This is an optimization exercise on Yosys and OpenROAD, whose aim is small area, not a production implementation. Only simulation tests tie the RTL to the original design; equivalence was not proved. No driver is modelled on the clock port, so clocking that relies on it looks cheaper here than on a real chip. No activity file was given, so power comes from the tool's default toggle rates.

==> design/flow/design.v <==
module sync_controller(
	input clk,
	input rst,
	input bkgd_in,
	input start_sync,
	output [19:0] count,       
	output inverted,
	output [19:0] sync_length,
	output reg ready,
	output reg [2:0] state
);
localparam S_IDLE = 3'd0;
localparam S_SENDING_SYNC = 3'd1;
localparam S_WAITING_FOR_SETTLE = 3'd2;
localparam S_WAITING_FOR_PULL_LOW = 3'd3;
localparam S_COUNTING_SYNC = 3'd4;
reg [19:0] cnt;
assign inverted = state == S_SENDING_SYNC || state == S_WAITING_FOR_SETTLE ||
	(state == S_IDLE && !ready);
assign count = cnt;
assign sync_length = inverted ? 20'd6500 : cnt;
wire down_zero = &cnt[12:0];
wire [19:0] cnt_inc = cnt + 1'd1;
always @(posedge clk) begin
	if (rst) begin
		state <= S_IDLE;
		cnt <= ~20'd6500;
		ready <= 0;
	end else if (start_sync) begin
		state <= S_SENDING_SYNC;
		cnt <= ~20'd6500;
		ready <= 0;
	end else begin
		case (state)
		S_SENDING_SYNC:
			if (down_zero) begin
				state <= S_WAITING_FOR_SETTLE;
				cnt[12:0] <= ~13'h0f;
			end else
				cnt <= cnt_inc;
		S_WAITING_FOR_SETTLE:
			if (down_zero) begin
				state <= S_WAITING_FOR_PULL_LOW;
				cnt <= 20'd0;
			end else
				cnt <= cnt_inc;
		S_WAITING_FOR_PULL_LOW:
			if (!bkgd_in)
				state <= S_COUNTING_SYNC;
		S_COUNTING_SYNC:
			if (bkgd_in) begin
				state <= S_IDLE;
				ready <= 1;
			end else
				cnt <= cnt_inc;
		default: ;
		endcase
	end
end
endmodule
module bdc_clk_pulse_generator(
	input clk,
	input rst,
	output bdc_clk_pulse,
	input [19:0] sync_length,
	input set_sync_length
);
reg [13:0] counter;
reg [19:0] target_time;  
reg [6:0] frac;
reg carry;
reg stall;
assign bdc_clk_pulse = counter == 0;
wire at_end = counter > target_time[19:7];
always @(posedge clk) begin
	if (rst) begin
		counter <= 0;
		target_time <= 0;
		frac <= 0;
		carry <= 0;
		stall <= 0;
	end else if (set_sync_length) begin
		target_time <= sync_length;
		frac <= sync_length[6:0];
		carry <= 0;
		stall <= 0;
		if (stall)
			counter <= counter + 1'd1;
	end else if (at_end && carry && !stall) begin
		stall <= 1;
	end else if (at_end) begin
		counter <= 0;
		stall <= 0;
		{carry, frac} <= frac + target_time[6:0];
	end else begin
		counter <= counter + 1'd1;
	end
end
endmodule
module bdm(
	input clk,
	input rst,
	input bkgd_in,
	output bkgd_out,
	output bkgd_is_high_z,
	output mcu_pwr,
	output mcu_vpp,
	input do_read,
	input do_write,
	input do_start_mcu,
	input do_stop_mcu,
	input do_delay,
	input do_echo_test,
	input do_enable_vpp,
	input do_disable_vpp,
	input do_echo_sync_value,
	input do_resync,
	input [7:0] data_in,
	output [7:0] data_out,
	output ready,
	output reg valid,
	output [3:0] debug
);
localparam ST_IDLE        = 4'd0;
localparam ST_BOOT_SEND   = 4'd1;   
localparam ST_BOOT_STABLE = 4'd2;   
localparam ST_SYNC_START  = 4'd3;   
localparam ST_SYNCING     = 4'd4;
localparam ST_W_SEND      = 4'd5;
localparam ST_W_WAIT      = 4'd6;   
localparam ST_R_RX        = 4'd7;
localparam ST_R_REPLY     = 4'd8;   
localparam ST_R_BIT       = 4'd9;
localparam ST_R_DONE      = 4'd10;
localparam ST_ONE         = 4'd11;  
localparam ST_DELAY       = 4'd12;
localparam ST_ESYNC_HI    = 4'd13;
localparam ST_ESYNC_LO    = 4'd14;
localparam ST_SET_CLOCK   = 4'd15;  
reg [3:0] state;
reg [3:0] tclk;
reg [8:0] data;
reg pwr;
reg vpp_enabled;
wire [19:0] sync_count;
wire [19:0] sync_cnt;
wire sync_inverted;
wire [2:0] sync_state;
wire sync_ready;
wire bdc_clk_pulse;
sync_controller sync_controller(
	.clk(clk),
	.rst(rst || do_stop_mcu || do_resync),
	.bkgd_in(bkgd_in),
	.start_sync(state == ST_SYNC_START),
	.count(sync_cnt),
	.inverted(sync_inverted),
	.sync_length(sync_count),
	.ready(sync_ready),
	.state(sync_state)
);
bdc_clk_pulse_generator bdc_clk_pulse_generator(
	.clk(clk),
	.rst(rst),
	.bdc_clk_pulse(bdc_clk_pulse),
	.sync_length(sync_count),
	.set_sync_length(state == ST_SET_CLOCK)
);
assign debug = {1'b0, sync_state};
assign bkgd_out = 1'd0;
assign mcu_pwr = pwr;
assign mcu_vpp = vpp_enabled;
wire sync_sending = sync_state == 3'd1;
assign bkgd_is_high_z = !(state == ST_BOOT_SEND || state == ST_W_WAIT || state == ST_R_REPLY ||
	((state == ST_SYNC_START || state == ST_SYNCING) && sync_sending));
assign ready = (state == ST_IDLE || state == ST_SET_CLOCK) && !do_start_mcu && !do_stop_mcu && !do_read && !do_write &&
	!do_delay && !do_echo_test && !do_echo_sync_value && !do_resync;
wire echo_hi = state == ST_ESYNC_HI;
wire echo_lo = state == ST_ESYNC_LO;
wire [7:0] out_sel =
	echo_hi ? {sync_cnt[15:13] & {3{!sync_inverted}}, sync_cnt[12:8]} :
	echo_lo ? sync_cnt[7:0] :
	data[7:0];
assign data_out = out_sel ^ {{3{echo_lo && sync_inverted}}, {5{(echo_hi || echo_lo) && sync_inverted}}};
wire [10:0] timer = {data[6:0], tclk};
wire timer_zero = timer == 11'd0;
wire tclk_zero = tclk == 4'd0;
wire [10:0] timer_dec = timer - 1'd1;
always @(posedge clk) begin
	valid <= 0;
	if (rst) begin
		state <= ST_IDLE;
		vpp_enabled <= 0;
		pwr <= 0;
	end else begin
		if (state == ST_IDLE && sync_state == 3'd0 && !sync_ready)
			pwr <= 0;
		case (state)
		ST_IDLE:
			if (do_start_mcu) begin
				state <= ST_BOOT_SEND;
				{data[6:0], tclk} <= 11'd1451;
			end else if (do_read) begin
				state <= ST_R_RX;
				tclk <= 4'd0;
				data <= 9'd1;
			end else if (do_write) begin
				state <= ST_W_SEND;
				tclk <= 4'd0;
				data <= {data_in, 1'b1};
			end else if (do_delay) begin
				state <= ST_DELAY;
				{data[6:0], tclk} <= {3'd0, data_in[3:0], 4'd0};
			end else if (do_echo_test) begin
				state <= ST_ONE;
				data[7:0] <= data_in;
				valid <= 1;
			end else if (do_enable_vpp) begin
				vpp_enabled <= 1;
			end else if (do_disable_vpp) begin
				vpp_enabled <= 0;
			end else if (do_echo_sync_value) begin
				state <= ST_ESYNC_HI;
				valid <= 1;
			end else if (do_resync) begin
				state <= ST_SYNC_START;
			end
		ST_BOOT_SEND: begin
			if (timer == 11'd1201)
				pwr <= 1;
			if (timer_zero) begin
				state <= ST_BOOT_STABLE;
				{data[6:0], tclk} <= 11'd501;
			end else
				{data[6:0], tclk} <= timer_dec;
		end
		ST_BOOT_STABLE:
			if (timer_zero)
				state <= ST_SYNC_START;
			else
				{data[6:0], tclk} <= timer_dec;
		ST_SYNC_START, ST_SYNCING:
			if (sync_ready)
				state <= ST_SET_CLOCK;
			else
				state <= ST_SYNCING;
		ST_W_SEND, ST_W_WAIT, ST_R_RX, ST_R_REPLY, ST_R_BIT:
			if (!tclk_zero) begin
				if (bdc_clk_pulse)
					tclk <= tclk - 1'd1;
			end else case (state)
			ST_W_SEND:
				if (data[7:0] != 8'd0) begin
					state <= ST_W_WAIT;
					tclk <= data[8] ? 4'd4 : 4'd14;
				end else
					state <= ST_ONE;
			ST_W_WAIT: begin
				state <= ST_W_SEND;
				tclk <= data[8] ? 4'd14 : 4'd4;
				data <= {data[7:0], 1'b0};
			end
			ST_R_RX:
				if (!data[8]) begin
					state <= ST_R_REPLY;
					tclk <= 4'd3;
				end else
					state <= ST_R_DONE;
			ST_R_REPLY: begin
				state <= ST_R_BIT;
				tclk <= 4'd7;
			end
			default: begin  
				state <= ST_R_RX;
				tclk <= 4'd6;
				data <= {data[7:0], bkgd_in};
			end
			endcase
		ST_R_DONE: begin
			state <= ST_IDLE;
			valid <= 1;
		end
		ST_DELAY:
			if (timer_zero)
				state <= ST_IDLE;
			else
				{data[6:0], tclk} <= timer_dec;
		ST_ESYNC_HI: begin
			state <= ST_ESYNC_LO;
			valid <= 1;
		end
		default:  
			state <= ST_IDLE;
		endcase
	end
end
endmodule
==> design/flow/flow/run.sh <==
#!/bin/bash
# Own layout flow: the standard flow (standard.sh) with these changes.
# 1. Synthesis: ABC maps the combinational logic with an area-oriented script
#    (abc_area.script) in place of ORFS's delay-oriented abc_speed.script; the
#    script copy below differs from ORFS's scripts in that one file only.
#    Everything before ABC (registers, their names and cells) is unchanged.
# 2. Placement: the port buffers that buffer_ports adds are buf_1 cells.
# 3. Clock tree: clkbuf_8 buffers (as config.mk's CTS_BUF_LIST) and no dummy
#    loads; the other clock_tree_synthesis options are ORFS's defaults.
# Every other step is the standard flow's. Each tool's output goes to a log
# here (run_synth.log, run_layout.log) and under orfs/logs/.
set -euo pipefail
W=$(pwd)
S="$W/orfs_scripts_area"
rm -rf "$S"
cp -r "$FLOW_HOME/scripts" "$S"
cp "$W/flow/abc_area.script" "$S/abc_speed.script"
bash "$W/standard.sh" SCRIPTS_DIR="$S" synth > "$W/run_synth.log" 2>&1
bash "$W/standard.sh" \
  BUFFER_PORTS_ARGS="-buffer_cell sky130_fd_sc_hd__buf_1" \
  CTS_ARGS="-sink_clustering_enable -repair_clock_nets -buf_list sky130_fd_sc_hd__clkbuf_8 -dont_use_dummy_load" \
  finish > "$W/run_layout.log" 2>&1
==> design/flow/flow/abc_area.script <==
strash
&get -n
&deepsyn -J 200 -T 250
&put
&get -n
&dch -f
&nf -a -R 1000
&put
==> design/flow/standard.sh <==
#!/bin/bash
# synth_recipe.tcl (not shown) runs the flow's synth.tcl, then flattens the netlist and writes it again
# the make line also repeats each setting of config.mk as NAME=value (left out here)
make -C /OpenROAD-flow-scripts/flow DESIGN_CONFIG=/design/flow/config.mk WORK_HOME=/design/flow/orfs CLKGATE_MAP_FILE= SYNTH_SCRIPT=/design/flow/synth_recipe.tcl "${@:-finish}"
==> design/flow/config.mk <==
export PLATFORM = sky130hd
export DESIGN_NAME = bdm
export DESIGN_NICKNAME = bdm
export VERILOG_FILES = /design/flow/design.v
export SDC_FILE = /design/flow/constraint.sdc
export NUM_CORES = 4
export LEC_CHECK = 0
export CAP_MARGIN = 20
export CORE_MARGIN = 2
export CORE_UTILIZATION = 40
export CTS_BUF_LIST = sky130_fd_sc_hd__clkbuf_8
export GPL_TIMING_DRIVEN = 0
export SLEW_MARGIN = 20
==> design/flow/constraint.sdc <==
create_clock -name core_clock -period 5.0 [get_ports {clk}]
set_input_delay 1.0000 -clock core_clock [delete_from_list [all_inputs] [get_ports {clk}]]
set_output_delay 1.0000 -clock core_clock [all_outputs]
set_load 0.01 [all_outputs]
==> results of run 1 <==
layout by cell type (no fill, tap or decap), types with 3 or more instances in the layout:
cell type / n
dfxtp_1: 74
nor2_1: 64
nand2_1: 61
a21oi_1: 54
o21ai_0: 44
buf_1: 35
clkinv_1: 27
nor3_1: 25
ha_1: 25
nand3_1: 19
and3_1: 19
a22o_1: 14
edfxtp_1: 13
nand2b_1: 12
xor2_1: 12
a22oi_1: 12
nor2b_1: 10
nor4_1: 10
and2_0: 9
a211oi_1: 9
clkbuf_8: 9
xnor2_1: 8
a31oi_1: 8
mux2i_1: 6
or2_0: 5
o31ai_1: 4
o21a_1: 4
a21o_1: 4
buf_4: 4
a32oi_1: 3
a211o_1: 3
o211ai_1: 3
nand4_1: 3
and4_1: 3
power groups by stage:
stage / clock [W] / combinational [W] / sequential, W
6_report: 0.000394 / 0.000821 / 0.000976
5_1_grt: 0.000435 / 0.000928 / 0.000990
4_1_cts: 0.000409 / 0.000814 / 0.000970
3_5_place_dp: 0 / 0.000809 / 0.000986
3_3_place_gp: 0 / 0.000799 / 0.000983
2_1_floorplan: 0 / 0.000596 / 0.000938
flip-flops by register name, indices dropped and copies added, names as in the netlist, 3 cells and up:
signal                               flops
state                                    4
data                                     9
bdc_clk_pulse_generator.target_time     20
bdc_clk_pulse_generator.counter         14
tclk                                     4
bdc_clk_pulse_generator.frac             7
sync_controller.cnt                     20
sync_controller.state                    3
cells by family (layout without fill, tap and decap cells):
family / after synthesis / in the layout / synth area share, %
other cells: 1 / 2 / 0.0770
xor+xnor: 20 / 20 / 3.60
flops: 87 / 87 / 38.4
buf+inv: 29 / 76 / 2.39
simple gates: 251 / 251 / 25.0
fa+ha+maj: 26 / 26 / 6.83
compound gates: 174 / 174 / 22.4
mux: 6 / 6 / 1.23
layout make-up:
type,count,area [µm²]
plain buffers,2,15.0
clock buffers,9,124
fillers,1211,6610
inverters,27,101
multi-input cells,479,2910
flip-flops and latches,87,1870
well taps,147,184
repair buffers,38,151
metal layers:
layer	GRT usage, %	wire, µm	part of all wire (%)
met1	28.5	6050	48
met2	31.9	5910	47
met3	4.02	524	4.1
met4	6.67	212	1.7
met5	0	0	0
worst max path at each step:
stage                                                to                                    start  depth (start not counted)  slack, ps
CTS                 bdc_clk_pulse_generator.counter[13]  bdc_clk_pulse_generator.target_time[14]                         21        790
global route        bdc_clk_pulse_generator.counter[13]  bdc_clk_pulse_generator.target_time[14]                         21        310
global placement    bdc_clk_pulse_generator.counter[13]  bdc_clk_pulse_generator.target_time[14]                         21        890
finish              bdc_clk_pulse_generator.counter[13]  bdc_clk_pulse_generator.target_time[14]                         21        850
floorplan                                         ready                                  do_read                          4       1310
detailed placement  bdc_clk_pulse_generator.counter[13]  bdc_clk_pulse_generator.target_time[14]                         21        800
worst max-delay path, delay by kind of cell, from the launching register on:
kind / cells / cell delay, ps
AO/OA/AOI/OAI: 7 / 1410
adder cells (fa/ha/maj): 1 / 300
buffers and inverters: 1 / 70
flip-flops: 1 / 350
AND/OR/NAND/NOR: 12 / 1900
stage by stage:
step,hold slack (ps),cell area [µm²],total power [W],instances
3_3_place_gp,437,5190,0.00178,778
2_1_floorplan,424,4870,0.00153,595
6_report,453,5360,0.00219,789
3_5_place_dp,443,5230,0.00180,780
5_1_grt,474,5360,0.00235,789
4_1_cts,454,5350,0.00219,789
==> notes.md, run 1 <==
* Run status: no timing/DRC/antenna violations
* Area Growth Syn to Fin at 9.97%
* Sw frac at 41.1%
* Die width at 114 µm
* Cell taking the most area after synthesis: dfxtp_1
* CTS tree: yes
* Number of global-route vias before repair at 4201
* Top cells by area, synth: dfxtp_1 30%, edfxtp_1 8.0%, ha_1 6.4%
* Seq pwr share at 44.5%
* Final Hold Fails at 0
* I/O pins at 39
* RSZ-0062 raised after global routing: no
* Standard-cell row count at 40
* Most instantiated cells after synthesis: 74 x dfxtp_1, 65 x nor2_1, 61 x nand2_1
* Total number of vias at 4495
* Required @ worst endpoint at 5250 ps
* Cell Int Power at 0.00129 W
* Ys async rst share at 0%
* Worst skew pair latency at 380 ps
* Period utilisation layout at 83.0%
* Slew Limit Fails at 0
* Slowest-stage cell, CP: o21ai_0
* Critical Path Max Stage Delay at 480 ps
* Pin count of the biggest net entering global routing at 23
* Most Frequent Cell on Critical Path: and3_1
* Crit path DAT at 4400 ps
* Post-route DRC violation count at 0
* Setup violators final at 0
* Worst-path maximum fanout at 6
* Hold depth at 2
* Antenna violations before repair at 0
* Placeable Area at 12000 µm²
* Hold EP: bdc_clk_pulse_generator.target_time[2]
* EDFF count, synth at 13
* P_leak at 2.06 nW
* Comb power frac at 37.5%
* Most frequent cell after synthesis: dfxtp_1
* Mapped Area at 4870 µm²
* Die area at 13100 µm²
* Initial DRC Count at 294
* Port bufs at 36
* Reg2reg start: bdc_clk_pulse_generator.target_time[14]
* Ratio of cells with drive above 1 in the final layout at 2.96%
* Worst setup EP type: register
* Total iterations of the first detailed-routing run at 6
* Worst setup SP type: register
* Cell Chain, Critical Path: clkinv_1 > ha_1 > a21o_1 > a21oi_1 > nor2b_1 > o21ai_0 > nand2b_1 > a21oi_1 > o21ai_0 > a211oi_1 > nor2_1 > o21ai_0 > and2_0 > and3_1 > and2_0 > and3_1 > and3_1 > and3_1 > and3_1 > and3_1 > nor3_1
* Global-route wire length before repair at 21200 µm
* PostCTS Resize Cnt at 0
* Setup TNS at 0 ps
* R2R Setup Slk at 850 ps
* Final Critical Period at 4150 ps
* VDD IR-drop max at 238 µV
* Seq/Total Area, Yosys at 38.4%
* Routed wire length at 12700 µm
* Clk network pwr share at 18.0%
* Synth Flop Type: dfxtp_1
* Worst-path clk slew at 100 ps
* Worst setup path class: register to register
* Synth Area per Inst at 8.20 µm²
* R2R depth at 21
* Post-synthesis cell count at 594
* Slew @ Worst Pin at 1010 ps
* Switch Pwr at 0.000901 W
* Starting Density at 40.7%
* Gp weighted congestion at 0.925
* Drt via density at 5.70
* Remaining antenna violation count at 0
* Max-Cap Viols at 0
* Final worst slack at 849 ps
* CTS sink count at 87
* Min-Delay Path Class: register to register
* CTS buffer count at 9
* GRT Residual Overflow at 0
* Ant. Diodes at 0
* Flop and latch count out of synthesis at 87
* Skew final at 26.7 ps
* Slew HR at 32.0%
* Setup repair bufs after CTS at 0
* Final net count at 691
* Hold path startpoint: bdc_clk_pulse_generator.target_time[2]
* Fin util at 44.8%
* DP HPWL at 9680 µm
* Hold buffer count at cts at 0
* Top-area cell type share of the netlist area at 30.4%
* Pwr dens at 409 nW/µm²
* Achievable Freq at 0.241 GHz
* Die Y at 114 µm
* Global-route usage over all layers at 20.5%
* RR Endpoint: bdc_clk_pulse_generator.counter[13]
* Yosys warns at 3
* DP Worst Slack at 804 ps
* Cell variety after synth at 49
* Drt wl/cell at 16.1 µm
==> run 2: changes to the inputs <==
--- a/design/flow/config.mk
+++ b/design/flow/config.mk
@@ -9,5 +9,4 @@
 export CORE_MARGIN = 2
 export CORE_UTILIZATION = 40
 export CTS_BUF_LIST = sky130_fd_sc_hd__clkbuf_8
-export GPL_TIMING_DRIVEN = 0
 export SLEW_MARGIN = 20
==> notes.md, run 2 <==
* Run status: no timing/DRC/antenna violations (unchanged)
* Met1 Track Usage GR at 26.8% (was 28.5%)
* Standard-cell row count at 40 (unchanged)
* Most frequent cells in the layout: 74 x dfxtp_1, 65 x nor2_1, 61 x nand2_1, 54 x a21oi_1, 44 x o21ai_0 (was 74 x dfxtp_1, 64 x nor2_1, 61 x nand2_1, 54 x a21oi_1, 44 x o21ai_0)
* CP top delay family: simple AND/OR/NAND/NOR gates (unchanged)
* Pin count of the biggest net entering global routing at 23 (unchanged)
* Setup violators final at 0 (unchanged)
* Switch Pwr at 0.000893 W (was 0.000901 W)
* RSZ-0062 raised after global routing: no (unchanged)
* Max-Cap Viols at 0 (unchanged)
* Total iterations of the first detailed-routing run at 5 (was 6)
* Ant. Diodes at 0 (unchanged)
* Die Y at 114 µm (unchanged)
* Starting Density at 40.7% (unchanged)
* Comb power frac at 37.9% (was 37.5%)
* Ys async rst share at 0% (unchanged)
* EDFF count, synth at 13 (unchanged)
* Worst Path Buf+Inv at 1 (unchanged)
* Sw frac at 40.7% (was 41.1%)
* Final net count at 694 (was 691)
* Drt wl/cell at 16.3 µm (was 16.1 µm)
* Die area at 13100 µm² (unchanged)
* Yosys warns at 3 (unchanged)
* Final Critical Period at 4120 ps (was 4150 ps)
* DP HPWL at 9950 µm (was 9680 µm)
* Top cells by area, synth: dfxtp_1 30%, edfxtp_1 8.0%, ha_1 6.4% (unchanged)
* Post-synthesis cell count at 594 (unchanged)
* Clk network pwr share at 17.6% (was 18.0%)
* Slew @ Worst Pin at 762 ps (was 1010 ps)
* Total number of vias at 4518 (was 4495)
* Antenna violations before repair at 0 (unchanged)
* Most instantiated cells after synthesis: 74 x dfxtp_1, 65 x nor2_1, 61 x nand2_1 (unchanged)
* Setup repair bufs after CTS at 0 (unchanged)
* Placed Cells incl. Taps at 783 (was 780)
* Required @ worst endpoint at 5290 ps (was 5250 ps)
* Top-area cell type share of the netlist area at 30.4% (unchanged)
* Skew final at 26.6 ps (was 26.7 ps)
* Worst-path maximum fanout at 6 (unchanged)
* Met2 Use GR at 33.3% (was 31.9%)
* Cell Chain, Critical Path: clkinv_1 > ha_1 > a21o_1 > a21oi_1 > nor2b_1 > o21ai_0 > nand2b_1 > a21oi_1 > o21ai_0 > a211oi_1 > nor2_1 > o21ai_0 > and2_0 > and3_1 > and2_0 > and3_1 > and3_1 > and3_1 > and3_1 > a21oi_1 > nor3_1 (was clkinv_1 > ha_1 > a21o_1 > a21oi_1 > nor2b_1 > o21ai_0 > nand2b_1 > a21oi_1 > o21ai_0 > a211oi_1 > nor2_1 > o21ai_0 > and2_0 > and3_1 > and2_0 > and3_1 > and3_1 > and3_1 > and3_1 > and3_1 > nor3_1)
* Gp weighted congestion at 0.877 (was 0.925)
* Placeable Area at 12000 µm² (unchanged)
* Final total power at 0.00219 W (about the same)
* Pwr dens at 410 nW/µm² (was 409 nW/µm²)
* Mapped Area at 4870 µm² (unchanged)
* Worst skew pair latency at 370 ps (was 380 ps)
* Routed wire length at 12900 µm (was 12700 µm)
* Most used routing layer: met2 (unchanged)
* Slew HR at 47.9% (was 32.0%)
* Die width at 114 µm (unchanged)
* Post-route DRC violation count at 0 (unchanged)
* M3 GR Usage at 3.18% (was 4.02%)
* P_leak at 2.06 nW (about the same)
* Seq/Total Area, Yosys at 38.4% (unchanged)
* Worst-path clk slew at 90 ps (was 100 ps)
* Period utilisation layout at 82.4% (was 83.0%)
* Initial DRC Count at 232 (was 294)
* WHS at 451 ps (was 453 ps)
* PostCTS Resize Cnt at 0 (unchanged)
* Cell taking the most area after synthesis: dfxtp_1 (unchanged)
* Setup TNS at 0 ps (unchanged)
* Cell Int Power at 0.00130 W (was 0.00129 W)
* GRT Residual Overflow at 0 (unchanged)
* Leading registers by flop count: bdc_clk_pulse_generator.target_time (20), sync_controller.cnt (20), bdc_clk_pulse_generator.counter (14) (unchanged)
* Worst setup EP type: register (unchanged)
* Most Frequent Cell on Critical Path: and3_1 (unchanged)
* CTS tree: yes (unchanged)
* CTS buffer count at 9 (unchanged)
* Final Hold Fails at 0 (unchanged)
* Synth Area per Inst at 8.20 µm² (unchanged)
* Commonest non-fill, non-tap cell in the layout: dfxtp_1 (unchanged)
* I/O pins at 39 (unchanged)
* Port bufs at 36 (unchanged)
* Crit path DAT at 4410 ps (was 4400 ps)
* Remaining antenna violation count at 0 (unchanged)
* Synth Flop Type: dfxtp_1 (unchanged)
* Global-route usage over all layers at 20.5% (about the same)
* Achievable Freq at 0.243 GHz (was 0.241 GHz)
* Drt via density at 5.70 (about the same)
* Most frequent cell after synthesis: dfxtp_1 (unchanged)
* Worst setup SP type: register (unchanged)
* Cell Count, Final, Fillers Out at 792 (was 789)
* Critical Path Max Stage Delay at 460 ps (was 480 ps)
* CTS sink count at 87 (unchanged)
* Cell variety after synth at 49 (unchanged)
* Slowest-stage cell, CP: o21ai_0 (unchanged)
* Global-route wire length before repair at 21100 µm (was 21200 µm)
* Worst setup path class: register to register (unchanged)
* Seq pwr share at 44.5% (about the same)
* Number of global-route vias before repair at 4274 (was 4201)
* Area Growth Syn to Fin at 9.94% (was 9.97%)
* FILL cells at 1193 (was 1211)
* Flop and latch count out of synthesis at 87 (unchanged)
* Min-Delay Path Class: register to register (unchanged)
* Ratio of cells with drive above 1 in the final layout at 2.48% (was 2.96%)
* Slew Limit Fails at 0 (unchanged)
* Hold buffer count at cts at 0 (unchanged)
* VDD IR-drop max at 235 µV (was 238 µV)
[run 2: worst min-delay path: stages (launching register included)]
cell	delay, ps
dfxtp_1	320
nand2_1	50
nand2_1	40
[run 2: cell families after synthesis]
group           synth area share [%]
xor+xnor                        3.60
flops                           38.4
mux                             1.23
other cells                   0.0770
compound gates                  22.4
fa+ha+maj                       6.83
buf+inv                         2.39
simple gates                    25.0
[run 2: per-layer routing]
layer	share of wire [%]	vias to the layer above
li1	-	2278
met1	46	2097
met2	47	122
met3	4.7	21
met4	2.7	0
met5	0	-
[run 2: final timing paths]
check                                                from                                     end  slack (ps)  depth (start not counted)
setup / recovery  bdc_clk_pulse_generator.target_time[14]     bdc_clk_pulse_generator.counter[13]         880                         21
hold / removal     bdc_clk_pulse_generator.target_time[2]  bdc_clk_pulse_generator.target_time[2]         450                          2
setup reg to reg  bdc_clk_pulse_generator.target_time[14]     bdc_clk_pulse_generator.counter[13]         880                         21
hold reg to reg    bdc_clk_pulse_generator.target_time[2]  bdc_clk_pulse_generator.target_time[2]         450                          2
[run 2: metrics by stage]
| step | util, % | worst slack [ps] | cell area, µm² |
|---|---|---|---|
| final | 44.8 | 880 | 5360 |
| after global routing | 44.8 | 357 | 5360 |
| after CTS | 44.8 | 856 | 5360 |
| after detailed placement | 43.7 | 891 | 5230 |
| after global placement | 43.7 | 1080 | 5230 |
| after floorplan | - | 1310 | 4870 |
[run 2: power by group through the flow]
stage / registers (W) / logic, W / clock network (W)
after floorplan: 0.000938 / 0.000596 / 0
after global placement: 0.000986 / 0.000817 / 0
after detailed placement: 0.000989 / 0.000820 / 0
after CTS: 0.000973 / 0.000826 / 0.000404
after global routing: 0.000993 / 0.000938 / 0.000427
final: 0.000977 / 0.000830 / 0.000387
[run 2: layout make-up]
type / instances / area [µm²] / share of cell area [%]
sequential: 87 / 1870 / 35.0
clock buffer: 9 / 124 / 2.31
inverter: 27 / 101 / 1.89
timing repair buffer: 43 / 188 / 3.50
multi-input combinational: 479 / 2890 / 53.9
tap: 147 / 184 / 3.43
==> run 3: changes to the inputs <==
--- a/design/flow/flow/run.sh
+++ b/design/flow/flow/run.sh
@@ -18,5 +18,5 @@
 bash "$W/standard.sh" SCRIPTS_DIR="$S" synth > "$W/run_synth.log" 2>&1
 bash "$W/standard.sh" \
   BUFFER_PORTS_ARGS="-buffer_cell sky130_fd_sc_hd__buf_1" \
-  CTS_ARGS="-sink_clustering_enable -repair_clock_nets -buf_list sky130_fd_sc_hd__clkbuf_8 -dont_use_dummy_load" \
+  CTS_ARGS="-sink_clustering_enable -repair_clock_nets -buf_list sky130_fd_sc_hd__clkbuf_4 -root_buf sky130_fd_sc_hd__clkbuf_8 -sink_clustering_size 10 -dont_use_dummy_load" \
   finish > "$W/run_layout.log" 2>&1
==> notes.md, run 3 <==
* Run status: no timing/DRC/antenna violations (unchanged)
* Achievable Freq at 0.243 GHz (unchanged)
* Area Growth Syn to Fin at 9.94% (unchanged)
* RSZ-0062 raised after global routing: no (unchanged)
* Ys async rst share at 0% (unchanged)
* Pin count of the biggest net entering global routing at 23 (unchanged)
* EDFF count, synth at 13 (unchanged)
* Gp weighted congestion at 0.877 (unchanged)
* Most Frequent Cell on Critical Path: and3_1 (unchanged)
* Most frequent cell after synthesis: dfxtp_1 (unchanged)
* Cell taking the most area after synthesis: dfxtp_1 (unchanged)
* Mapped Area at 4870 µm² (unchanged)
* Synth Area per Inst at 8.20 µm² (unchanged)
* Comb power frac at 37.9% (about the same)
* Worst setup SP type: register (unchanged)
* Setup repair bufs after CTS at 0 (unchanged)
* DP Worst Slack at 891 ps (unchanged)
* Post-synthesis cell count at 594 (unchanged)
* Most frequent cells in the layout: 74 x dfxtp_1, 65 x nor2_1, 61 x nand2_1, 54 x a21oi_1, 44 x o21ai_0 (unchanged)
* Ratio of cells with drive above 1 in the final layout at 2.48% (unchanged)
* Slew HR at 47.9% (unchanged)
* Slew Limit Fails at 0 (unchanged)
* Die Y at 114 µm (unchanged)
* Worst-path clk slew at 90 ps (about the same)
* Most instantiated cells after synthesis: 74 x dfxtp_1, 65 x nor2_1, 61 x nand2_1 (unchanged)
* Die width at 114 µm (unchanged)
* Hold buffer count at cts at 0 (unchanged)
* Total iterations of the first detailed-routing run at 5 (unchanged)
* Period utilisation layout at 82.4% (unchanged)
* Final Critical Period at 4120 ps (unchanged)
* Worst setup path class: register to register (unchanged)
* Sw frac at 40.7% (unchanged)
* Required @ worst endpoint at 5290 ps (about the same)
* Placeable Area at 12000 µm² (unchanged)
* Cell Chain, Critical Path: clkinv_1 > ha_1 > a21o_1 > a21oi_1 > nor2b_1 > o21ai_0 > nand2b_1 > a21oi_1 > o21ai_0 > a211oi_1 > nor2_1 > o21ai_0 > and2_0 > and3_1 > and2_0 > and3_1 > and3_1 > and3_1 > and3_1 > a21oi_1 > nor3_1 (unchanged)
* Global-route usage over all layers at 20.5% (unchanged)
* Antenna violations before repair at 0 (unchanged)
* DP Area at 5230 µm² (unchanged)
* CTS buffer count at 9 (unchanged)
* Global-route wire length before repair at 21100 µm (unchanged)
* Remaining antenna violation count at 0 (unchanged)
* Setup TNS at 0 ps (unchanged)
* Design Area, Final at 5360 µm² (unchanged)
* VDD IR-drop max at 235 µV (unchanged)
* Critical Path Max Stage Delay at 460 ps (about the same)
* Leading registers by flop count: bdc_clk_pulse_generator.target_time (20), sync_controller.cnt (20), bdc_clk_pulse_generator.counter (14) (unchanged)
* Worst-path maximum fanout at 6 (unchanged)
* Worst skew pair latency at 370 ps (about the same)
* PostCTS Resize Cnt at 0 (unchanged)
* CTS tree: yes (unchanged)
* Flop and latch count out of synthesis at 87 (unchanged)
* Final net count at 694 (unchanged)
* Cell variety after synth at 49 (unchanged)
* Final worst slack at 880 ps (unchanged)
* Seq pwr share at 44.5% (about the same)
* FILL cells at 1193 (unchanged)
* Final Hold Fails at 0 (unchanged)
* Commonest non-fill, non-tap cell in the layout: dfxtp_1 (unchanged)
* Port bufs at 36 (unchanged)
* Ant. Diodes at 0 (unchanged)
* Setup violators final at 0 (unchanged)
* Seq/Total Area, Yosys at 38.4% (unchanged)
* Slew @ Worst Pin at 762 ps (unchanged)
* Synth Flop Type: dfxtp_1 (unchanged)
* Die area at 13100 µm² (unchanged)
* Top-area cell type share of the netlist area at 30.4% (unchanged)
* GRT Residual Overflow at 0 (unchanged)
* Number of global-route vias before repair at 4274 (unchanged)
* Post-route DRC violation count at 0 (unchanged)
* Switch Pwr at 0.000893 W (unchanged)
* Starting Density at 40.7% (unchanged)
* Cell Int Power at 0.00130 W (unchanged)
* Total number of vias at 4518 (unchanged)
* Slowest-stage cell, CP: o21ai_0 (unchanged)
* Clk network pwr share at 17.6% (about the same)
* Standard-cell row count at 40 (unchanged)
* DP HPWL at 9950 µm (unchanged)
* Pwr dens at 410 nW/µm² (unchanged)
* Skew final at 26.6 ps (unchanged)
* Yosys warns at 3 (unchanged)
* Min-Delay Path Class: register to register (unchanged)
* CTS sink count at 87 (unchanged)
* Routed wire length at 12900 µm (unchanged)
* P_leak at 2.06 nW (unchanged)
* Drt via density at 5.70 (unchanged)
* I/O pins at 39 (unchanged)
* Drt wl/cell at 16.3 µm (unchanged)
* Max-Cap Viols at 0 (unchanged)
* Top cells by area, synth: dfxtp_1 30%, edfxtp_1 8.0%, ha_1 6.4% (unchanged)
* Worst setup EP type: register (unchanged)
* Crit path DAT at 4410 ps (about the same)
* Initial DRC Count at 232 (unchanged)
-- run 3: cell counts after synthesis --
No cell type changed its count.
-- run 3: routing by layer --
layer | vias up | global-route usage, % | wire, µm
met5 | - | 0 | 0
met3 | 21 | 3.18 | 606
met4 | 0 | 9.35 | 346
li1 | 2278 | - | -
met1 | 2097 | 26.8 | 5930
met2 | 122 | 33.3 | 6040
-- run 3: cell type report --
class	instances	area [µm²]	share of cell area, %
sequential	87	1870	35.0
tap	147	184	3.43
clock buffer	9	124	2.31
inverter	27	101	1.89
timing repair buffer	43	188	3.50
multi-input combinational	479	2890	53.9
-- run 3: worst paths after layout --
path	from	endpoint	slack [ps]	cells after the start
worst min register to register	bdc_clk_pulse_generator.target_time[2]	bdc_clk_pulse_generator.target_time[2]	450	2
worst max-delay path	bdc_clk_pulse_generator.target_time[14]	bdc_clk_pulse_generator.counter[13]	880	21
worst min-delay path	bdc_clk_pulse_generator.target_time[2]	bdc_clk_pulse_generator.target_time[2]	450	2
worst max register to register	bdc_clk_pulse_generator.target_time[14]	bdc_clk_pulse_generator.counter[13]	880	21
-- run 3: cells by family (layout without fill, tap and decap cells) --
logic type      after synthesis  in the layout  share of synthesized area, %
simple gates                251            251                          25.0
compound gates              174            174                          22.4
flops                        87             87                          38.4
buf+inv                      29             79                          2.39
fa+ha+maj                    26             26                          6.83
xor+xnor                     20             20                          3.60
mux                           6              6                          1.23
other cells                   1              2                        0.0770
-- run 3: metrics by stage --
step | power, W | hold slack [ps] | util (%) | instances
floorplan | 0.00153 | 424 | - | 595
global placement | 0.00180 | 438 | 43.7 | 783
detailed placement | 0.00181 | 440 | 43.7 | 783
CTS | 0.00220 | 452 | 44.8 | 792
global route | 0.00236 | 480 | 44.8 | 792
finish | 0.00219 | 451 | 44.8 | 792
-- run 3: worst max-delay path, delay by kind of cell, from the launching register on --
| kind | cells | cell delay, ps |
|---|---|---|
| adder cells (fa/ha/maj) | 1 | 310 |
| buffers and inverters | 1 | 70 |
| AND/OR/NAND/NOR | 11 | 1830 |
| AO/OA/AOI/OAI | 8 | 1480 |
| flip-flops | 1 | 350 |
-- run 3: power by group through the flow --
stage / sequential [W] / clock, W / combinational [W]
global placement: 0.000986 / 0 / 0.000817
finish: 0.000977 / 0.000387 / 0.000830
CTS: 0.000973 / 0.000404 / 0.000826
global route: 0.000993 / 0.000427 / 0.000938
floorplan: 0.000938 / 0 / 0.000596
detailed placement: 0.000989 / 0 / 0.000820
==> run 4: changes to the inputs <==
--- a/design/flow/design.v
+++ b/design/flow/design.v
@@ -71,7 +71,24 @@
 reg carry;
 reg stall;
 assign bdc_clk_pulse = counter == 0;
-wire at_end = counter > target_time[19:7];
+reg at_end;
+integer i;
+always @(*) begin
+	at_end = 1'b0;
+	for (i = 0; i < 13; i = i + 1)
+		at_end = (counter[i] & !target_time[7 + i]) | (at_end & !(counter[i] ^ target_time[7 + i]));
+	at_end = at_end | counter[13];
+end
+reg [7:0] frac_sum;
+reg fc;
+always @(*) begin
+	fc = 1'b0;
+	for (i = 0; i < 7; i = i + 1) begin
+		frac_sum[i] = frac[i] ^ target_time[i] ^ fc;
+		fc = (frac[i] & target_time[i]) | (fc & (frac[i] ^ target_time[i]));
+	end
+	frac_sum[7] = fc;
+end
 always @(posedge clk) begin
 	if (rst) begin
 		counter <= 0;
@@ -91,7 +108,7 @@
 	end else if (at_end) begin
 		counter <= 0;
 		stall <= 0;
-		{carry, frac} <= frac + target_time[6:0];
+		{carry, frac} <= frac_sum;
 	end else begin
 		counter <= counter + 1'd1;
 	end
--- a/design/flow/flow/run.sh
+++ b/design/flow/flow/run.sh
@@ -18,5 +18,5 @@
 bash "$W/standard.sh" SCRIPTS_DIR="$S" synth > "$W/run_synth.log" 2>&1
 bash "$W/standard.sh" \
   BUFFER_PORTS_ARGS="-buffer_cell sky130_fd_sc_hd__buf_1" \
-  CTS_ARGS="-sink_clustering_enable -repair_clock_nets -buf_list sky130_fd_sc_hd__clkbuf_4 -root_buf sky130_fd_sc_hd__clkbuf_8 -sink_clustering_size 10 -dont_use_dummy_load" \
+  CTS_ARGS="-sink_clustering_enable -repair_clock_nets -buf_list sky130_fd_sc_hd__clkbuf_8 -dont_use_dummy_load" \
   finish > "$W/run_layout.log" 2>&1
==> design/flow/flow/abc_area.script (replaced) <==
strash
&get -n
&deepsyn -J 200 -T 250
&put
&get -n
&dch -f
&nf -R 1000 -F 10
&put
==> notes.md, run 4 <==
* Run status: no timing/DRC/antenna violations (unchanged)
* EDFF count, synth at 13 (unchanged)
* Skew final at 13.6 ps (was 26.6 ps)
* Ratio of cells with drive above 1 in the final layout at 2.32% (was 2.48%)
* Top cells by area, synth: dfxtp_1 32%, edfxtp_1 8.3%, ha_1 4.8% (was dfxtp_1 30%, edfxtp_1 8.0%, ha_1 6.4%)
* Global-route wire length before repair at 21200 µm (was 21100 µm)
* Worst Path Buf+Inv at 1 (unchanged)
* Global-route usage over all layers at 20.8% (was 20.5%)
* Period utilisation layout at 87.4% (was 82.4%)
* Post-synthesis compound-gate area fraction at 25.4% (was 22.4%)
* CTS sink count at 87 (unchanged)
* Starting Density at 41.1% (was 40.7%)
* P_leak at 1.85 nW (was 2.06 nW)
* Total number of vias at 4395 (was 4518)
* Min-Delay Path Class: register to register (unchanged)
* RSZ-0062 raised after global routing: no (unchanged)
* Worst setup SP type: register (unchanged)
* Slowest-stage cell, CP: dfxtp_1 (was o21ai_0)
* Number of global-route vias before repair at 4161 (was 4274)
* Synth Area per Inst at 8.47 µm² (was 8.20 µm²)
* CP top delay family: simple AND/OR/NAND/NOR gates (unchanged)
* Final worst slack at 631 ps (was 880 ps)
* Post-synthesis cell count at 554 (was 594)
* Worst-path clk slew at 70 ps (was 90 ps)
* Final net count at 650 (was 694)
* Ant. Diodes at 0 (unchanged)
* Setup violators final at 0 (unchanged)
* Die area at 12600 µm² (was 13100 µm²)
* Synth Area in Adders at 7.36% (was 6.83%)
* Top-area cell type share of the netlist area at 31.6% (was 30.4%)
* Setup repair bufs after CTS at 0 (unchanged)
* Slew HR at 33.7% (was 47.9%)
* XOR/XNOR share of the synthesized area at 1.49% (was 3.60%)
* Worst skew pair latency at 370 ps (about the same)
* GRT Residual Overflow at 0 (unchanged)
* Slew Limit Fails at 0 (unchanged)
* DP HPWL at 9440 µm (was 9950 µm)
* Final Critical Period at 4370 ps (was 4120 ps)
* Post-route DRC violation count at 0 (unchanged)
* Cell Int Power at 0.00138 W (was 0.00130 W)
* Ys async rst share at 0% (unchanged)
* Gp weighted congestion at 0.961 (was 0.877)
* Sw frac at 42.5% (was 40.7%)
* Port bufs at 36 (unchanged)
* CTS buffer count at 9 (unchanged)
* Crit path DAT at 4580 ps (was 4410 ps)
* Comb power frac at 41.7% (was 37.9%)
* Post-Synth Simple-Gate Area at 22.0% (was 25.0%)
* Final total power at 0.00240 W (was 0.00219 W)
* Clk network pwr share at 16.5% (was 17.6%)
* R2R Setup Slk at 630 ps (was 880 ps)
* DP Worst Slack at 662 ps (was 891 ps)
* Critical Path Max Stage Delay at 330 ps (was 460 ps)
* Initial DRC Count at 309 (was 232)
* VDD IR-drop max at 262 µV (was 235 µV)
* Final Hold Fails at 0 (unchanged)
* Remaining antenna violation count at 0 (unchanged)
* Seq pwr share at 41.8% (was 44.5%)
* Most Frequent Cell on Critical Path: and3_1 (unchanged)
* Drt wl/cell at 16.9 µm (was 16.3 µm)
* PostCTS Resize Cnt at 0 (unchanged)
* CTS tree: yes (unchanged)
* Most instantiated cells after synthesis: 74 x dfxtp_1, 55 x nor2_1, 46 x nand2_1 (was 74 x dfxtp_1, 65 x nor2_1, 61 x nand2_1)
* Antenna violations before repair at 0 (unchanged)
* Required @ worst endpoint at 5210 ps (was 5290 ps)
* Die Y at 112 µm (was 114 µm)
* Hold buffer count at cts at 0 (unchanged)
* Commonest non-fill, non-tap cell in the layout: dfxtp_1 (unchanged)
* Routed wire length at 12600 µm (was 12900 µm)
* Flop and latch count out of synthesis at 87 (unchanged)
* Seq/Total Area, Yosys at 39.9% (was 38.4%)
* Switch Pwr at 0.00102 W (was 0.000893 W)
* Placeable Area at 11400 µm² (was 12000 µm²)
* Total iterations of the first detailed-routing run at 5 (unchanged)
* Yosys warns at 3 (unchanged)
* Achievable Freq at 0.229 GHz (was 0.243 GHz)
* Worst-path maximum fanout at 4 (was 6)
* Mapped Area at 4690 µm² (was 4870 µm²)
* I/O pins at 39 (unchanged)
* Drt via density at 5.89 (was 5.70)
* Area Growth Syn to Fin at 9.89% (was 9.94%)
* Post-synthesis mux area share at 0.427% (was 1.23%)
* Pin count of the biggest net entering global routing at 24 (was 23)
* Max-Cap Viols at 0 (unchanged)
* Cell taking the most area after synthesis: dfxtp_1 (unchanged)
* Die width at 112 µm (was 114 µm)
* Largest family of logic cells by synthesized area: compound AO/OA/AOI/OAI gates (was simple AND/OR/NAND/NOR gates)
* Synth Flop Type: dfxtp_1 (unchanged)
* Setup TNS at 0 ps (unchanged)
* Most frequent cells in the layout: 74 x dfxtp_1, 55 x nor2_1, 46 x nand2_1, 43 x o21ai_0, 41 x a21oi_1 (was 74 x dfxtp_1, 65 x nor2_1, 61 x nand2_1, 54 x a21oi_1, 44 x o21ai_0)
* Cell variety after synth at 51 (was 49)
* Slew @ Worst Pin at 990 ps (was 762 ps)
* Standard-cell row count at 39 (was 40)
* Worst setup path class: register to register (unchanged)
* Leading registers by flop count: bdc_clk_pulse_generator.target_time (20), sync_controller.cnt (20), bdc_clk_pulse_generator.counter (14) (unchanged)
* Worst setup EP type: register (unchanged)
* Pwr dens at 465 nW/µm² (was 410 nW/µm²)
* Most frequent cell after synthesis: dfxtp_1 (unchanged)
-- run 4: routing by layer --
layer	vias up	global-route usage (%)	share of wire [%]
met3	22	4.32	7.2
met4	0	7.97	1.9
li1	2174	-	-
met2	150	30.7	43
met5	-	0	0
met1	2049	30.0	48
-- run 4: power by group through the flow --
stage	clock, W	sequential [W]	combinational (W)
after floorplan	0	0.000966	0.000716
after global placement	0	0.00101	0.000977
after detailed placement	0	0.00101	0.000979
after CTS	0.000407	0.000998	0.000987
after global routing	0.000439	0.00102	0.00111
final	0.000396	0.00100	0.00100
-- run 4: worst paths after layout --
check	start	endpoint	cells after the start
max	bdc_clk_pulse_generator.target_time[8]	bdc_clk_pulse_generator.counter[13]	28
min	bdc_clk_pulse_generator.target_time[8]	bdc_clk_pulse_generator.target_time[8]	2
max reg2reg	bdc_clk_pulse_generator.target_time[8]	bdc_clk_pulse_generator.counter[13]	28
min reg2reg	bdc_clk_pulse_generator.target_time[8]	bdc_clk_pulse_generator.target_time[8]	2
-- run 4: tightest hold or removal path, delay by kind of cell, from the launching register on --
family / cells / cell delay, ps
flip-flops: 1 / 330
AND/OR/NAND/NOR: 1 / 50
AO/OA/AOI/OAI: 1 / 50
-- run 4: area by class of cell --
cell class | count | area [µm²]
Multi-Input combinational cell | 429 | 2670
Clock buffer | 9 | 124
Tap cell | 143 | 179
Sequential cell | 87 | 1870
Fill cell | 1165 | 6260
Timing Repair Buffer | 41 | 173
Inverter | 37 | 139
-- run 4: through the flow --
step / hold slack [ps] / instance area (µm²) / utilization (%) / std cells
after floorplan: 417 / 4700 / - / 555
after global placement: 446 / 5020 / 44.0 / 736
after detailed placement: 451 / 5030 / 44.1 / 737
after CTS: 469 / 5160 / 45.2 / 746
after global routing: 494 / 5160 / 45.2 / 746
final: 464 / 5160 / 45.2 / 746
-- run 4: kinds of logic (layout without fill, tap and decap cells) --
| family | count (synthesis) | in the layout |
|---|---|---|
| simple gates | 213 | 213 |
| compound gates | 180 | 180 |
| flops | 87 | 87 |
| buf+inv | 39 | 87 |
| fa+ha+maj | 24 | 24 |
| xor+xnor | 8 | 8 |
| mux | 2 | 2 |
| other cells | 1 | 2 |
==> run 5: changes to the inputs <==
--- a/design/flow/design.v
+++ b/design/flow/design.v
@@ -203,112 +203,114 @@
 wire timer_zero = timer == 11'd0;
 wire tclk_zero = tclk == 4'd0;
 wire [10:0] timer_dec = timer - 1'd1;
+wire load_cmd = do_start_mcu | do_read | do_write | do_delay | do_echo_test;
+wire [3:0] state_cmd =
+	({4{do_start_mcu}} & ST_BOOT_SEND) |
+	({4{do_read}} & ST_R_RX) |
+	({4{do_write}} & ST_W_SEND) |
+	({4{do_delay}} & ST_DELAY) |
+	({4{do_echo_test}} & ST_ONE) |
+	({4{do_echo_sync_value}} & ST_ESYNC_HI) |
+	({4{do_resync}} & ST_SYNC_START);
+wire [12:0] load_value =
+	({13{do_start_mcu}} & {2'd0, 11'd1451}) |
+	({13{do_read}} & {9'd1, 4'd0}) |
+	({13{do_write}} & {data_in, 1'b1, 4'd0}) |
+	({13{do_delay}} & {5'd0, data_in[3:0], 4'd0}) |
+	({13{do_echo_test}} & {1'b0, data_in, 4'd0});
+reg [3:0] fsm_state;
+reg [8:0] fsm_data;
+reg [3:0] fsm_tclk;
+reg set_pwr;
+always @(*) begin
+	fsm_state = ST_IDLE;
+	fsm_data = data;
+	fsm_tclk = tclk;
+	set_pwr = 1'b0;
+	case (state)
+	ST_BOOT_SEND: begin
+		set_pwr = timer == 11'd1201;
+		if (timer_zero) begin
+			fsm_state = ST_BOOT_STABLE;
+			{fsm_data[6:0], fsm_tclk} = 11'd501;
+		end else begin
+			fsm_state = ST_BOOT_SEND;
+			{fsm_data[6:0], fsm_tclk} = timer_dec;
+		end
+	end
+	ST_BOOT_STABLE:
+		if (timer_zero)
+			fsm_state = ST_SYNC_START;
+		else begin
+			fsm_state = ST_BOOT_STABLE;
+			{fsm_data[6:0], fsm_tclk} = timer_dec;
+		end
+	ST_SYNC_START, ST_SYNCING:
+		fsm_state = sync_ready ? ST_SET_CLOCK : ST_SYNCING;
+	ST_W_SEND, ST_W_WAIT, ST_R_RX, ST_R_REPLY, ST_R_BIT: begin
+		fsm_state = state;
+		if (!tclk_zero) begin
+			if (bdc_clk_pulse)
+				fsm_tclk = timer_dec[3:0];
+		end else case (state)
+		ST_W_SEND:
+			if (data[7:0] != 8'd0) begin
+				fsm_state = ST_W_WAIT;
+				fsm_tclk = data[8] ? 4'd4 : 4'd14;
+			end else
+				fsm_state = ST_ONE;
+		ST_W_WAIT: begin
+			fsm_state = ST_W_SEND;
+			fsm_tclk = data[8] ? 4'd14 : 4'd4;
+			fsm_data = {data[7:0], 1'b0};
+		end
+		ST_R_RX:
+			if (!data[8]) begin
+				fsm_state = ST_R_REPLY;
+				fsm_tclk = 4'd3;
+			end else
+				fsm_state = ST_R_DONE;
+		ST_R_REPLY: begin
+			fsm_state = ST_R_BIT;
+			fsm_tclk = 4'd7;
+		end
+		default: begin  
+			fsm_state = ST_R_RX;
+			fsm_tclk = 4'd6;
+			fsm_data = {data[7:0], bkgd_in};
+		end
+		endcase
+	end
+	ST_DELAY:
+		if (!timer_zero) begin
+			fsm_state = ST_DELAY;
+			{fsm_data[6:0], fsm_tclk} = timer_dec;
+		end
+	ST_ESYNC_HI:
+		fsm_state = ST_ESYNC_LO;
+	default: ;  
+	endcase
+end
 always @(posedge clk) begin
-	valid <= 0;
+	valid <= !rst && (do_echo_test || do_echo_sync_value || state == ST_ESYNC_HI || state == ST_R_DONE);
 	if (rst) begin
 		state <= ST_IDLE;
 		vpp_enabled <= 0;
 		pwr <= 0;
 	end else begin
+		state <= state_cmd | fsm_state;
+		if (load_cmd)
+			{data, tclk} <= load_value;
+		else
+			{data, tclk} <= {fsm_data, fsm_tclk};
+		if (do_enable_vpp)
+			vpp_enabled <= 1;
+		if (do_disable_vpp)
+			vpp_enabled <= 0;
 		if (state == ST_IDLE && sync_state == 3'd0 && !sync_ready)
 			pwr <= 0;
-		case (state)
-		ST_IDLE:
-			if (do_start_mcu) begin
-				state <= ST_BOOT_SEND;
-				{data[6:0], tclk} <= 11'd1451;
-			end else if (do_read) begin
-				state <= ST_R_RX;
-				tclk <= 4'd0;
-				data <= 9'd1;
-			end else if (do_write) begin
-				state <= ST_W_SEND;
-				tclk <= 4'd0;
-				data <= {data_in, 1'b1};
-			end else if (do_delay) begin
-				state <= ST_DELAY;
-				{data[6:0], tclk} <= {3'd0, data_in[3:0], 4'd0};
-			end else if (do_echo_test) begin
-				state <= ST_ONE;
-				data[7:0] <= data_in;
-				valid <= 1;
-			end else if (do_enable_vpp) begin
-				vpp_enabled <= 1;
-			end else if (do_disable_vpp) begin
-				vpp_enabled <= 0;
-			end else if (do_echo_sync_value) begin
-				state <= ST_ESYNC_HI;
-				valid <= 1;
-			end else if (do_resync) begin
-				state <= ST_SYNC_START;
-			end
-		ST_BOOT_SEND: begin
-			if (timer == 11'd1201)
-				pwr <= 1;
-			if (timer_zero) begin
-				state <= ST_BOOT_STABLE;
-				{data[6:0], tclk} <= 11'd501;
-			end else
-				{data[6:0], tclk} <= timer_dec;
-		end
-		ST_BOOT_STABLE:
-			if (timer_zero)
-				state <= ST_SYNC_START;
-			else
-				{data[6:0], tclk} <= timer_dec;
-		ST_SYNC_START, ST_SYNCING:
-			if (sync_ready)
-				state <= ST_SET_CLOCK;
-			else
-				state <= ST_SYNCING;
-		ST_W_SEND, ST_W_WAIT, ST_R_RX, ST_R_REPLY, ST_R_BIT:
-			if (!tclk_zero) begin
-				if (bdc_clk_pulse)
-					tclk <= tclk - 1'd1;
-			end else case (state)
-			ST_W_SEND:
-				if (data[7:0] != 8'd0) begin
-					state <= ST_W_WAIT;
-					tclk <= data[8] ? 4'd4 : 4'd14;
-				end else
-					state <= ST_ONE;
-			ST_W_WAIT: begin
-				state <= ST_W_SEND;
-				tclk <= data[8] ? 4'd14 : 4'd4;
-				data <= {data[7:0], 1'b0};
-			end
-			ST_R_RX:
-				if (!data[8]) begin
-					state <= ST_R_REPLY;
-					tclk <= 4'd3;
-				end else
-					state <= ST_R_DONE;
-			ST_R_REPLY: begin
-				state <= ST_R_BIT;
-				tclk <= 4'd7;
-			end
-			default: begin  
-				state <= ST_R_RX;
-				tclk <= 4'd6;
-				data <= {data[7:0], bkgd_in};
-			end
-			endcase
-		ST_R_DONE: begin
-			state <= ST_IDLE;
-			valid <= 1;
-		end
-		ST_DELAY:
-			if (timer_zero)
-				state <= ST_IDLE;
-			else
-				{data[6:0], tclk} <= timer_dec;
-		ST_ESYNC_HI: begin
-			state <= ST_ESYNC_LO;
-			valid <= 1;
-		end
-		default:  
-			state <= ST_IDLE;
-		endcase
+		if (set_pwr)
+			pwr <= 1;
 	end
 end
 endmodule
==> notes.md, run 5 <==
* Synth Flop Type: dfxtp_1 (unchanged)
* CTS tree: yes (unchanged)
* Seq/Total Area, Yosys at 40.4% (was 39.9%)
* Setup repair bufs after CTS at 0 (unchanged)
* Critical Path Max Stage Delay at 320 ps (was 330 ps)
* Post-route DRC violation count at 0 (unchanged)
* Placeable Area at 11400 µm² (about the same)
* CTS buffer count at 9 (unchanged)
* Worst Path Buf+Inv at 1 (unchanged)
* Slew HR at 39.5% (was 33.7%)
* Ys async rst share at 0% (unchanged)
* Standard-cell row count at 39 (unchanged)
* Setup violators final at 0 (unchanged)
* Design Area, Final at 5100 µm² (was 5160 µm²)
* Die width at 112 µm (about the same)
* Skew final at 21.5 ps (was 13.6 ps)
* Cell taking the most area after synthesis: dfxtp_1 (unchanged)
* Setup TNS at 0 ps (unchanged)
* Remaining antenna violation count at 0 (unchanged)
* Min-Delay Path Class: register to register (unchanged)
* Period utilisation layout at 86.2% (was 87.4%)
* Final Critical Period at 4310 ps (was 4370 ps)
* Achievable Freq at 0.232 GHz (was 0.229 GHz)
* Post-synthesis mux area share at 0.216% (was 0.427%)
* Slew @ Worst Pin at 907 ps (was 990 ps)
* Worst skew pair latency at 360 ps (was 370 ps)
* Most Frequent Cell on Critical Path: and3_1 (unchanged)
* Antenna violations before repair at 0 (unchanged)
* Port bufs at 36 (unchanged)
* PostCTS Resize Cnt at 0 (unchanged)
* Ratio of cells with drive above 1 in the final layout at 2.52% (was 2.32%)
* Cell variety after synth at 50 (was 51)
* Post-synthesis cell count at 548 (was 554)
* Worst setup SP type: register (unchanged)
* GRT Residual Overflow at 0 (unchanged)
* I/O pins at 39 (unchanged)
* Die area at 12500 µm² (was 12600 µm²)
* Gp weighted congestion at 0.942 (was 0.961)
* Max-Cap Viols at 0 (unchanged)
* Worst setup path class: register to register (unchanged)
* Area Growth Syn to Fin at 10.2% (was 9.89%)
* Total number of vias at 4364 (was 4395)
* Starting Density at 40.7% (was 41.1%)
* Mapped Area at 4630 µm² (was 4690 µm²)
* Most instantiated cells after synthesis: 74 x dfxtp_1, 52 x nand2_1, 49 x nor2_1, 49 x o21ai_0, 43 x a21oi_1 (was 74 x dfxtp_1, 55 x nor2_1, 46 x nand2_1)
* Drt wl/cell at 17.0 µm (was 16.9 µm)
* Ant. Diodes at 0 (unchanged)
* XOR/XNOR share of the synthesized area at 2.08% (was 1.49%)
* Leading registers by flop count: bdc_clk_pulse_generator.target_time (20), sync_controller.cnt (20), bdc_clk_pulse_generator.counter (14) (unchanged)
* Synth Area in Adders at 7.46% (was 7.36%)
* Flop and latch count out of synthesis at 87 (unchanged)
* EDFF count, synth at 13 (unchanged)
* VDD IR-drop max at 108 µV (was 262 µV)
* Drt via density at 5.91 (was 5.89)
* Synth Area per Inst at 8.45 µm² (was 8.47 µm²)
* Number of global-route vias before repair at 4101 (was 4161)
* Pwr dens at 274 nW/µm² (was 465 nW/µm²)
* Final total power at 0.00140 W (was 0.00240 W)
* Total iterations of the first detailed-routing run at 5 (unchanged)
* DP Area at 4970 µm² (was 5030 µm²)
* Top-area cell type share of the netlist area at 32.0% (was 31.6%)
* Die Y at 112 µm (about the same)
* Largest family of logic cells by synthesized area: compound AO/OA/AOI/OAI gates (unchanged)
* Hold buffer count at cts at 0 (unchanged)
* Worst-path maximum fanout at 5 (was 4)
* Global-route wire length before repair at 20800 µm (was 21200 µm)
* Pin count of the biggest net entering global routing at 19 (was 24)
* RSZ-0062 raised after global routing: no (unchanged)
* Most frequent cells in the layout: 74 x dfxtp_1, 52 x nand2_1, 49 x nor2_1, 49 x o21ai_0, 43 x a21oi_1 (was 74 x dfxtp_1, 55 x nor2_1, 46 x nand2_1, 43 x o21ai_0, 41 x a21oi_1)
* Global-route usage over all layers at 20.6% (was 20.8%)
* Cell Count, Final, Fillers Out at 739 (was 746)
* Final Hold Fails at 0 (unchanged)
* Most frequent cell after synthesis: dfxtp_1 (unchanged)
* Worst setup EP type: register (unchanged)
* Routed wire length at 12600 µm (about the same)
* CTS sink count at 87 (unchanged)
* Post-synthesis compound-gate area fraction at 23.2% (was 25.4%)
* Final net count at 643 (was 650)
* WHS at 466 ps (was 464 ps)
* Worst-path clk slew at 70 ps (about the same)
* Yosys warns at 3 (unchanged)
* Placed Cells incl. Taps at 730 (was 737)
* FILL cells at 1120 (was 1165)
* Top cells by area, synth: dfxtp_1 32%, edfxtp_1 8.4%, o21ai_0 5.3% (was dfxtp_1 32%, edfxtp_1 8.3%, ha_1 4.8%)
* Commonest non-fill, non-tap cell in the layout: dfxtp_1 (unchanged)
* Required @ worst endpoint at 5210 ps (about the same)
* Initial DRC Count at 463 (was 309)
* CP top delay family: simple AND/OR/NAND/NOR gates (unchanged)
* DP HPWL at 9530 µm (was 9440 µm)
* Post-Synth Simple-Gate Area at 23.1% (was 22.0%)
* Slew Limit Fails at 0 (unchanged)
* Crit path DAT at 4520 ps (was 4580 ps)
* Slowest-stage cell, CP: dfxtp_1 (unchanged)
* Run status: no timing/DRC/antenna violations (unchanged)
* P_leak at 1.89 nW (was 1.85 nW)
## run 5: power by group
group	internal [W]	total (W)	switching [W]	leakage, nW
Sequential	0.000738	0.000769	0.0000308	0.725
Clock	0.000162	0.000391	0.000229	0.0647
Combinational	0.0000901	0.000241	0.000151	1.10
## run 5: cell families after synthesis
logic type,Yosys count
and+or+nand+nor,215
AOI/OAI and AO/OA,169
DFF,87
buffers and inverters,40
adders and majority gates,24
xor gates and xnor gates,11
other,1
muxes,1
## run 5: area by class of cell
cell class                 count  area (µm²)  area share (%)
multi-input combinational    422        2620            51.4
sequential                    87        1870            36.7
tap                          143         179            3.51
timing repair buffer          40         165            3.24
inverter                      38         143            2.79
clock buffer                   9         124            2.43
## run 5: worst paths after layout
| check | cells after the start | to | startpoint | slack (ps) |
|---|---|---|---|---|
| max | 26 | bdc_clk_pulse_generator.counter[13] | bdc_clk_pulse_generator.target_time[8] | 690 |
| min | 2 | bdc_clk_pulse_generator.target_time[10] | bdc_clk_pulse_generator.target_time[10] | 470 |
| max reg2reg | 26 | bdc_clk_pulse_generator.counter[13] | bdc_clk_pulse_generator.target_time[8] | 690 |
| min reg2reg | 2 | bdc_clk_pulse_generator.target_time[10] | bdc_clk_pulse_generator.target_time[10] | 470 |
## run 5: tightest hold or removal path: cells and delay by family (launching register included)
| kind | cells | cell delay, ps |
|---|---|---|
| DFF | 1 | 300 |
| buffers and inverters | 1 | 50 |
| AOI/OAI and AO/OA | 1 | 70 |
## run 5: layer usage
layer,track usage [%],share of wire [%]
met1,27.8,45
met2,33.0,45
met3,4.08,7.0
met4,7.41,2.2
met5,0,0
## run 5: stage by stage
stage	util [%]	worst slack, ps
after detailed placement	43.7	740
after floorplan	-	1100
after global placement	43.7	784
after CTS	44.8	696
after global routing	44.9	46.7
final	44.9	690
==> run 6: changes to the inputs <==
--- a/design/flow/design.v
+++ b/design/flow/design.v
@@ -139,21 +139,21 @@
 	output [3:0] debug
 );
 localparam ST_IDLE        = 4'd0;
-localparam ST_BOOT_SEND   = 4'd1;   
-localparam ST_BOOT_STABLE = 4'd2;   
-localparam ST_SYNC_START  = 4'd3;   
-localparam ST_SYNCING     = 4'd4;
-localparam ST_W_SEND      = 4'd5;
-localparam ST_W_WAIT      = 4'd6;   
-localparam ST_R_RX        = 4'd7;
-localparam ST_R_REPLY     = 4'd8;   
-localparam ST_R_BIT       = 4'd9;
-localparam ST_R_DONE      = 4'd10;
-localparam ST_ONE         = 4'd11;  
-localparam ST_DELAY       = 4'd12;
-localparam ST_ESYNC_HI    = 4'd13;
-localparam ST_ESYNC_LO    = 4'd14;
-localparam ST_SET_CLOCK   = 4'd15;  
+localparam ST_BOOT_SEND   = 4'd3;   
+localparam ST_BOOT_STABLE = 4'd8;   
+localparam ST_SYNC_START  = 4'd11;   
+localparam ST_SYNCING     = 4'd1;
+localparam ST_W_SEND      = 4'd9;
+localparam ST_W_WAIT      = 4'd13;   
+localparam ST_R_RX        = 4'd15;
+localparam ST_R_REPLY     = 4'd7;   
+localparam ST_R_BIT       = 4'd5;
+localparam ST_R_DONE      = 4'd4;
+localparam ST_ONE         = 4'd14;  
+localparam ST_DELAY       = 4'd2;
+localparam ST_ESYNC_HI    = 4'd12;
+localparam ST_ESYNC_LO    = 4'd6;
+localparam ST_SET_CLOCK   = 4'd10;  
 reg [3:0] state;
 reg [3:0] tclk;
 reg [8:0] data;
==> notes.md, run 6 <==
* Run status: no timing/DRC/antenna violations (unchanged)
* DP HPWL at 9260 µm (was 9530 µm)
* CP top delay family: simple AND/OR/NAND/NOR gates (unchanged)
* Die area at 12300 µm² (was 12500 µm²)
* Setup violators final at 0 (unchanged)
* Setup repair bufs after CTS at 0 (unchanged)
* Cell taking the most area after synthesis: dfxtp_1 (unchanged)
* Ratio of cells with drive above 1 in the final layout at 2.76% (was 2.52%)
* Placeable Area at 11300 µm² (was 11400 µm²)
* Sw frac at 29.1% (was 29.3%)
* Min-Delay Path Class: register to register (unchanged)
* Critical Path Max Stage Delay at 430 ps (was 320 ps)
* Die Y at 111 µm (was 112 µm)
* Slew Limit Fails at 0 (unchanged)
* Slew @ Worst Pin at 929 ps (was 907 ps)
* Crit path DAT at 4700 ps (was 4520 ps)
* Final Critical Period at 4510 ps (was 4310 ps)
* Die width at 111 µm (was 112 µm)
* Commonest non-fill, non-tap cell in the layout: dfxtp_1 (unchanged)
* Drt via density at 5.89 (was 5.91)
* Cell variety after synth at 51 (was 50)
* Worst Path Buf+Inv at 1 (unchanged)
* Worst setup path class: register to register (unchanged)
* Slowest-stage cell, CP: dfxtp_1 (unchanged)
* EDFF count, synth at 13 (unchanged)
* FILL cells at 1137 (was 1120)
* Leading registers by flop count: bdc_clk_pulse_generator.target_time (20), sync_controller.cnt (20), bdc_clk_pulse_generator.counter (14) (unchanged)
* Total number of vias at 4251 (was 4364)
* CTS tree: yes (unchanged)
* Post-Synth Simple-Gate Area at 23.0% (was 23.1%)
* Slew HR at 37.8% (was 39.5%)
* Flop and latch count out of synthesis at 87 (unchanged)
* Most instantiated cells after synthesis: 74 x dfxtp_1, 53 x nor2_1, 43 x a21oi_1 (was 74 x dfxtp_1, 52 x nand2_1, 49 x nor2_1, 49 x o21ai_0, 43 x a21oi_1)
* Antenna violations before repair at 0 (unchanged)
* Remaining antenna violation count at 0 (unchanged)
* Synth Flop Type: dfxtp_1 (unchanged)
* Gp weighted congestion at 0.896 (was 0.942)
* I/O pins at 39 (unchanged)
* Hold buffer count at cts at 0 (unchanged)
* FF/Latch Area at 1870 µm² (unchanged)
* Standard-cell row count at 39 (unchanged)
* RSZ-0062 raised after global routing: no (unchanged)
* Pin count of the biggest net entering global routing at 19 (unchanged)
* P_leak at 1.84 nW (was 1.89 nW)
* Post-route DRC violation count at 0 (unchanged)
* Ys async rst share at 0% (unchanged)
* CTS buffer count at 9 (unchanged)
* Yosys warns at 3 (unchanged)
* Port bufs at 36 (unchanged)
-- run 6: cell types whose count changed after synthesis, sizes merged, moves of 3 or more --
cell / change
nand2: -20
nor3: +15
o21ai: -15
a22o: +11
nand2b: +7
a31oi: -6
a2111oi: -4
and3: -4
nor2: +4
a222oi: +3
nand3: +3
nor2b: -3
o31ai: +3
-- run 6: layer usage --
metal	global-route usage, %	vias to the layer above	share of wire (%)
met3	4.21	17	5.8
met1	28.0	1999	46
li1	-	2092	-
met2	31.6	143	46
met4	7.16	0	1.8
met5	0	-	0
-- run 6: logic make-up (layout without fill, tap and decap cells) --
logic type               count (synthesis)  count (layout)
AO/OA/AOI/OAI                          158             158
XOR/XNOR                                10              10
adder cells (fa/ha/maj)                 24              24
buffers and inverters                   38              87
flip-flops                              87              87
multiplexers                             1               1
other                                    1               2
AND/OR/NAND/NOR                        210             210
-- run 6: tightest hold or removal path, cell delays in order, from the launching register on --
cell and delay [ps]:
dfxtp_1 320, nand2_1 50, nand2_1 40
-- run 6: worst paths after layout --
| kind | cells past startpoint | startpoint | end | slack (ps) |
|---|---|---|---|---|
| hold / removal | 2 | bdc_clk_pulse_generator.target_time[2] | bdc_clk_pulse_generator.target_time[2] | 460 |
| hold reg to reg | 2 | bdc_clk_pulse_generator.target_time[2] | bdc_clk_pulse_generator.target_time[2] | 460 |
| setup / recovery | 27 | bdc_clk_pulse_generator.counter[1] | bdc_clk_pulse_generator.counter[13] | 490 |
| setup reg to reg | 27 | bdc_clk_pulse_generator.counter[1] | bdc_clk_pulse_generator.counter[13] | 490 |
-- run 6: through the flow --
step                      cells  cell area (µm²)  util, %  setup slack [ps]  hold slack, ps
after floorplan             530             4590        -               822             427
after global placement      713             4930     43.6               670             438
after detailed placement    713             4930     43.6               460             452
after CTS                   722             5050     44.7               425             465
after global routing        722             5060     44.7              55.4             488
final                       722             5060     44.7               489             460
-- run 6: power groups by stage --
stage / Clock, W / Sequential (W) / Combinational (W)
finish: 0.000375 / 0.000776 / 0.000265
global route: 0.000415 / 0.000781 / 0.000304
CTS: 0.000392 / 0.000775 / 0.000269
detailed placement: 0 / 0.000791 / 0.000268
global placement: 0 / 0.000789 / 0.000260
floorplan: 0 / 0.000780 / 0.000184
-- run 6: area by class of cell --
class,instances,share of cell area [%]
sequential,87,37.0
timing repair buffer,42,3.56
inverter,36,2.67
multi-input combinational,405,50.8
clock buffer,9,2.45
tap,143,3.54

what the ideal ports hide:
The results above use ideal ports. As a check the final layouts listed here were re-extracted and re-timed, cells and wires unchanged.
Step 1 assumes that a clkbuf_16 drives the clock port and a buf_2 every other input.
Step 2, shift: input delay + t, output delay - t, t = (earliest + latest rising clock arrival at the registers) / 2. This alone moves slack from input paths to output paths.
a / b / c = ideal ports / drivers / drivers and shift; a / b = the first two.
run	shift t [ns]	setup slack, ns	worst setup path at the end	slew at the worst register clock pin (ns)
run 1	0.402	0.849 / 0.849 / 0.849	register to register	0.10 / 0.10
run 2	0.393	0.880 / 0.880 / 0.880	register to register	0.09 / 0.09
run 3	0.393	0.880 / 0.880 / 0.880	register to register	0.09 / 0.09
run 4	0.395	0.631 / 0.631 / 0.631	register to register	0.08 / 0.08
run 5	0.381	0.690 / 0.690 / 0.690	register to register	0.09 / 0.09
run 6	0.383	0.489 / 0.489 / 0.489	register to register	0.08 / 0.08
After both steps every run listed still meets setup and hold.
